This design comes from an exercise in tuning for small area and a short achievable clock period on the open sky130 flow, not from production work. In this exercise RTL edits were held to simulation tests only and were not proved equivalent to the original. No activity file was given, so power comes from the tool's default toggle rates.

`flow/flow/run.sh`:
```
#!/bin/bash
# Own layout flow: the standard flow (standard.sh), with one change in
# synthesis: the combinational logic is mapped by ABC with a delay-driven
# script (flow/abc_map.script) instead of ORFS's default speed script, and no
# half/full adder cells are extracted before ABC, so that ABC sees the whole
# adder logic.  Registers are mapped exactly as in the standard synthesis.
set -euo pipefail
here=$(pwd)
flowdir=$(cd "$(dirname "${BASH_SOURCE[0]}")" && pwd)

# a copy of ORFS's scripts with the ABC script replaced
rm -rf "$here/scripts"
cp -r "$FLOW_HOME/scripts" "$here/scripts"
cp "$flowdir/abc_map.script" "$here/scripts/abc_speed.script"

# standard.sh with the changed scripts folder and no adder-cell map
sed -e "s|^make -C \(.*\) DESIGN_CONFIG=|make -C \1 SCRIPTS_DIR=$here/scripts ADDER_MAP_FILE= DESIGN_CONFIG=|" \
    "$here/standard.sh" > "$here/own_standard.sh"
grep -q "SCRIPTS_DIR=$here/scripts" "$here/own_standard.sh"

bash "$here/own_standard.sh" > "$here/make.log" 2>&1
```
`flow/flow/abc_map.script`:
```
strash
dch
map -D 1500
buffer -c
topo
stime -c
upsize -c
dnsize -c
```
`flow/standard.sh`:
```
#!/bin/bash
# synth_recipe.tcl (not shown) runs the flow's synth.tcl, then flattens the netlist and writes it again
# the make line also repeats each setting of config.mk as NAME=value (left out here)
make -C /OpenROAD-flow-scripts/flow DESIGN_CONFIG=/design/flow/config.mk WORK_HOME=/design/flow/orfs CLKGATE_MAP_FILE= SYNTH_SCRIPT=/design/flow/synth_recipe.tcl "${@:-finish}"
```
`flow/config.mk`:
```
export PLATFORM = sky130hd
export DESIGN_NAME = div_signed
export DESIGN_NICKNAME = div_signed
export VERILOG_FILES = /design/flow/design.v
export SDC_FILE = /design/flow/constraint.sdc
export NUM_CORES = 4
export LEC_CHECK = 0
export CAP_MARGIN = 20
export CORE_MARGIN = 2
export CORE_UTILIZATION = 50
export CTS_BUF_LIST = sky130_fd_sc_hd__clkbuf_8
export CTS_CLUSTER_SIZE = 30
export PLACE_DENSITY = 0.75
export SETUP_SLACK_MARGIN = 2.6
export SLEW_MARGIN = 20
```
`flow/constraint.sdc`:
```
create_clock -name core_clock -period 5.5 [get_ports {clock}]
set_input_delay 1.1000 -clock core_clock [delete_from_list [all_inputs] [get_ports {clock}]]
set_output_delay 1.1000 -clock core_clock [all_outputs]
set_load 0.01 [all_outputs]
```
`flow/design.v`:
```
`timescale 1 ns / 1 ns
module div_signed(clock, clken, numer, denom, quotient, remain);
   input clock;
   input clken;
   input [31:0] numer;
   input [31:0] denom;
   output [31:0] quotient;
   output [31:0] remain;
   reg [31:0] quotient;
   reg [31:0] remain;
   function [32:0] ks_carry;
      input [31:0] gi;
      input [31:0] pi;
      reg [32:0] g, p;
      integer i, k;
      begin
         g = {gi, 1'b1};
         p = {pi, 1'b1};
         for (k = 1; k < 33; k = k * 2)
           for (i = 32; i >= 0; i = i - 1)
             if ((i / k) % 2 == 1) begin
                g[i] = g[i] | (p[i] & g[(i / k) * k - 1]);
                p[i] = p[i] & p[(i / k) * k - 1];
             end
         ks_carry = g;
      end
   endfunction
   reg [31:0] n0;
   reg [31:0] d0;
   always @(posedge clock)
     if (clken) begin
        n0 <= numer;
        d0 <= denom;
     end
   wire [31:0] an = n0[31] ? (~n0 + 32'd1) : n0;
   wire [31:0] ad = d0[31] ? (~d0 + 32'd1) : d0;
   wire        nmin = n0 == 32'h80000000;
   wire        dz   = d0 == 32'd0;
   wire        d1s  = (d0 == 32'd1) | (d0 == 32'hffffffff);
   wire        g1   = dz | (d1s & nmin);
   reg [31:0]  d1;
   reg [0:0]   r1;
   reg [31:0]  nq1;    
   reg         sn1;    
   reg         sq1;    
   always @(posedge clock)
     if (clken) begin
        d1  <= ad;
        r1  <= nmin & ~d1s;
        nq1 <= {an[30:0], g1};
        sn1 <= n0[31];
        sq1 <= n0[31] ^ d0[31];
     end
   genvar j;
   generate
      for (j = 2; j <= 31; j = j + 1) begin : st
         wire [31:0]  dp;
         wire [j-2:0] rp;
         wire [31:0]  nqp;
         wire         snp, sqp;
         if (j == 2) begin : from1
            assign dp = d1;
            assign rp = r1;
            assign nqp = nq1;
            assign snp = sn1;
            assign sqp = sq1;
         end else begin : fromj
            assign dp = st[j-1].d;
            assign rp = st[j-1].r;
            assign nqp = st[j-1].nq;
            assign snp = st[j-1].sn;
            assign sqp = st[j-1].sq;
         end
         wire [j-1:0] rr = {rp, nqp[31]};
         wire [j:0]   df;
         wire [j:0]   cy;
         assign df[j-1:0] = ~(rr ^ dp[j-1:0] ^ cy[j-1:0]);
         assign df[j] = ~cy[j];
         assign cy = ks_carry(rr & ~dp[j-1:0], rr | ~dp[j-1:0]);
         wire         g  = ~|dp[31:j] & cy[j];
         reg [31:0]  d;
         reg [j-1:0] r;
         reg [31:0]  nq;
         reg         sn, sq;
         wire [j-1:0] rn = ({j{clken & g}} & df[j-1:0]) |
                           ({j{clken & ~g}} & rr) |
                           ({j{~clken}} & r);
         always @(posedge clock)
           r <= rn;
         always @(posedge clock)
           if (clken) begin
              d  <= dp;
              nq <= {nqp[30:0], g};
              sn <= snp;
              sq <= sqp;
           end
      end
   endgenerate
   wire [31:0] dl  = st[31].d;
   wire [31:0] rl  = {st[31].r, st[31].nq[31]};
   wire [30:0] ql  = st[31].nq[30:0];
   wire [32:0] cdf = ks_carry(rl & ~dl, rl | ~dl);    
   wire [32:0] cnd = ks_carry(dl & ~rl, dl | ~rl);    
   wire [32:0] cnr = ks_carry(32'd0, ~rl);            
   wire [32:0] cnq = ks_carry(32'd0, {1'b0, ~ql});    
   wire [32:0] dfl = {~cdf[32], ~(rl ^ dl) ^ cdf[31:0]};
   wire        gl  = cdf[32];
   wire [31:0] ndf = ~(dl ^ rl) ^ cnd[31:0];          
   wire [31:0] nrl = ~rl ^ cnr[31:0];                 
   wire [30:0] nql = ~ql ^ cnq[30:0];                 
   always @(posedge clock)
     if (clken) begin
        remain <= st[31].sn ? (gl ? ndf : nrl) : (gl ? dfl[31:0] : rl);
        quotient <= st[31].sq ? (gl ? {~ql, 1'b1} : {nql, 1'b0}) : {ql, gl};
     end
endmodule
```
==> summary.md <==
| Metric | Value |
|---|---|
| Status | `complete, no violations` |
| Wire per inst | `15.5 microns` |
| Core area | `0.220 sq mm` |
| Area Overhead vs Synth | `13.2%` |
| RSZ-0062 raised after global routing | `yes` |
| Top cells by area, synth | `edfxtp_1 59%, dfxtp_1 8.9%, nand2_1 5.2%` |
| Mapped Nets | `9817` |
| Clock share of power | `0.332` |
| Die height | `475 microns` |
| Comb pwr share | `0.146` |
| Worst setup EP type | `flip-flop` |
| Mapped Cells | `9751` |
| Final WL | `211000 microns` |
| Cell internal pwr | `34500 uW` |
| Yosys warns | `1` |
| Vias/cell | `5.22` |
| Period utilization | `0.534` |
| Vias in the first global route | `70000` |
| Fraction of layout instances using a drive strength above 1 | `0.0987` |
| Avg Cell Area, Syn | `11.4 sq um` |
| Final setup violation count | `0` |
| Slew @ Worst Pin | `1.18 ns` |
| Worst hold slack | `0.363 ns` |
| CTS H-tree depth | `5` |
| Buf+Inv Stages, Crit Path | `2` |
| Final nets | `10400` |
| Max clock buf depth | `4` |
| CP delay by family, top | `simple AND/OR/NAND/NOR gates` |
| CP Class | `flip-flop to flip-flop` |
| Synth Register Bits | `2670` |
| TNS Setup | `0 ns` |
| Fin. max-slew vios | `0` |
| Fillcell total | `17500` |
| Largest net degree at the start of global routing | `219` |
| Flop pwr share | `0.522` |
| TritonCTS clock tree | `built` |
| Die area | `0.225 sq mm` |
| CP max-delay cell | `nor2_2` |
| VDD IR max | `288 uV` |
| Clock sink count | `2670` |
| CTS root buf | `clkbuf_8` |
| First-pass GRT wire length | `334000 microns` |
| Final Hold Vio Count | `0` |
| Hpwl dp | `137000 microns` |
| Synth top area share | `0.590` |
| Post-synth cell types | `85` |
| Via Count | `70900` |
| Number of antenna violations at the first check in global routing | `2` |
| Cells after DPL | `12700` |
| Worst hold path type | `flip-flop to flip-flop` |
| Hold Buf Count CTS | `0` |
| Fin Clk Skew | `0.0862 ns` |
| CP dominant cell by count | `nand2_1` |
| Crit path time final | `2.94 ns` |
| Leakage power | `0.0491 uW` |
| GRT Total Usage | `0.179` |
| Num ports | `130` |
| Register area | `0.0752 sq mm` |
| Die Wd | `475 microns` |
| Switching power | `12700 uW` |
| Initial DRC Count | `4691` |
| Power per cell area | `377 mW/mm^2` |
| Worst EP arrival | `3.86 ns` |
| Switching Share | `0.269` |
| Initial Util | `0.504` |
| Total Power | `47200 uW` |
| Critical-path cell list | `or2_1, a21oi_2, nand2_2, a31oi_4, inv_1, o31ai_2, nand2_1, nand2_1, o21ai_4, buf_4, nor2_2, nand2_1, o221ai_1` |
| TritonRoute pass-1 iters | `6` |
| Largest fanout on the critical path | `12` |
| Fin cells | `13600` |
| Grt ovf | `0` |
| Number of flops mapped to enable cells by yosys | `2175` |
| Most common flop cell mapped by yosys | `edfxtp_1` |
| Seq/Total Area, Yosys | `0.679` |
| Clock transition at path regs | `0.06 ns` |
| Worst rel slew slack | `0.213` |
| Rows | `172` |
| Max Fclk | `341 MHz` |
| Top cell type by total area after synthesis | `edfxtp_1` |
| Asr flop ratio synth | `0` |
| Max cap viols | `0` |
| ANT nets after route | `0` |
| Crit path required time | `6.42 ns` |
| DRC | `0` |
| Area occupied by multi-input gates | `0.0305 sq mm` |
| Max stage delay on crit path | `0.55 ns` |
| Worst-Skew Late Latency | `1.10 ns` |
| Crit path launch type | `flip-flop` |
| TritonCTS buffer count | `425` |
| PortBufs | `129` |
| Placer congestion estimate | `0.882` |
| Syn Std Cell Area | `0.111 sq mm` |
[sequential cells by signal, summed over array words and instances, names as in the netlist, 30 cells and up]
| signal | cells |
|---|---|
| n0 | 32 |
| remain | 32 |
| d1 | 32 |
| quotient | 32 |
| st.sq | 30 |
| d0 | 32 |
| nq1 | 32 |
| st.r | 495 |
| st.sn | 30 |
| st.d | 960 |
| st.nq | 960 |
[power by group through the flow]
stage	clock network, uW	registers, uW	logic, uW
5_1_grt	17000	24900	7690
4_1_cts	16100	24700	6600
3_5_place_dp	0	25100	6440
2_1_floorplan	0	24800	4770
6_report	15700	24700	6880
3_3_place_gp	0	25000	6210
[cells by family (layout without fill, tap and decap cells)]
kind of cell              Yosys count  after routing  synth area share
xor gates and xnor gates          544            544            0.0430
and+or+nand+nor                  3451           3460             0.130
other                               0              5                 0
buffers and inverters            1516           2376            0.0535
DFF                              2670           2670             0.679
AOI/OAI and AO/OA                1570           1571            0.0941
[worst reg2reg max path, cell delays in order, from the launching register on]
cell and delay (ns):
edfxtp_1 0.40, or2_1 0.28, a21oi_2 0.20, nand2_2 0.10, a31oi_4 0.18, inv_1 0.11, o31ai_2 0.26, nand2_1 0.10
nand2_1 0.12, o21ai_4 0.07, buf_4 0.17, nor2_2 0.55, nand2_1 0.15, o221ai_1 0.11
[routing by layer]
metal	share of wire	vias up	GRT usage
li1	-	35000	-
met1	0.39	33500	0.201
met2	0.52	1771	0.328
met3	0.043	581	0.0300
met4	0.039	0	0.0829
met5	0	-	0
[path summary, 6_finish.rpt]
path	start	to	cells past startpoint	slack, ns
max	st[23].d[16]	st[24].r[23]	13	2.56
min	st[7].sn	st[8].sn	0	0.36
max reg2reg	st[23].d[16]	st[24].r[23]	13	2.56
min reg2reg	st[7].sn	st[8].sn	0	0.36
[layout by cell type (no fill, tap or decap), drive strengths merged, types with 211 or more instances in the layout]
cell and n:
edfxtp 2175, nand2 1557, inv 1481, nor2 1283, o21ai 506, dfxtp 495
clkbuf 465, xor2 333, a21oi 277, nand3 259, o221ai 229, xnor2 211
[cell type report]
type                            count  share of cell area
Antenna cell                        5           0.0000998
Clock buffer                      462              0.0507
Clock inverter                    297              0.0124
Inverter                         1334              0.0405
Multi-Input combinational cell   5575               0.244
Sequential cell                  2670               0.600
Tap cell                         2958              0.0295
Timing Repair Buffer              281              0.0232
Timing Repair inverter              2            0.000130
[what timing repair did]
action | CTS | global route
pin swaps | 11 | 46
gates resized for setup | 180 | 165
setup endpoints to repair | 422 | 449
gates cloned | 5 | 11
setup buffers | 29 | 70
[Yosys cell counts, types with 13 or more instances]
master,n
o21ai_1,104
clkbuf_1,90
nand4_1,43
buf_6,17
or2_2,59
xnor2_1,211
o21a_1,14
a221oi_1,16
nor4_1,130
nor2_2,33
a21oi_1,271
nor3_1,75
edfxtp_1,2175
nand2_1,1543
a22oi_1,185
xor2_1,333
o211ai_1,45
o21ai_0,390
o22ai_1,23
inv_2,25
a31oi_1,57
inv_1,1308
or2_1,13
dfxtp_1,495
buf_2,55
o221ai_1,220
o311ai_0,59
nor2_1,1232
nand3_1,257
a211oi_1,15
o21bai_1,31
o31ai_1,24
[metrics by stage]
stage                      util  setup slack [ns]  area [sq um]
after floorplan               -              2.66        111000
after global placement    0.525              1.97        115000
after detailed placement  0.525              1.87        115000
after CTS                 0.564              2.56        124000
after global routing      0.570              2.40        125000
final                     0.570              2.56        125000

==> what the ideal ports hide <==
How much do the figures lean on ideal ports? The routed layout below was timed once more, with nothing changed but the port constraints. Step 1, drivers: a clkbuf_16 drives clock and a buf_2 each remaining input, both assumed. Step 2, shift: input delay + t, output delay - t, t = (earliest + latest rising clock arrival at the registers) / 2. This alone moves slack from input paths to output paths. Slacks: ideal / step 1 / step 2; pairs: ideal / step 1.
t (ns): 1.121
slack for setup (ns): 2.564 / 2.564 / 1.707
worst slew at a driven data input, ns: 0.08
pins driven straight from the clock port: 1
After both steps this run still meets setup and hold. For this run, drivers alone change the setup slack by 0.000 ns; drivers and shift together by -0.857 ns.
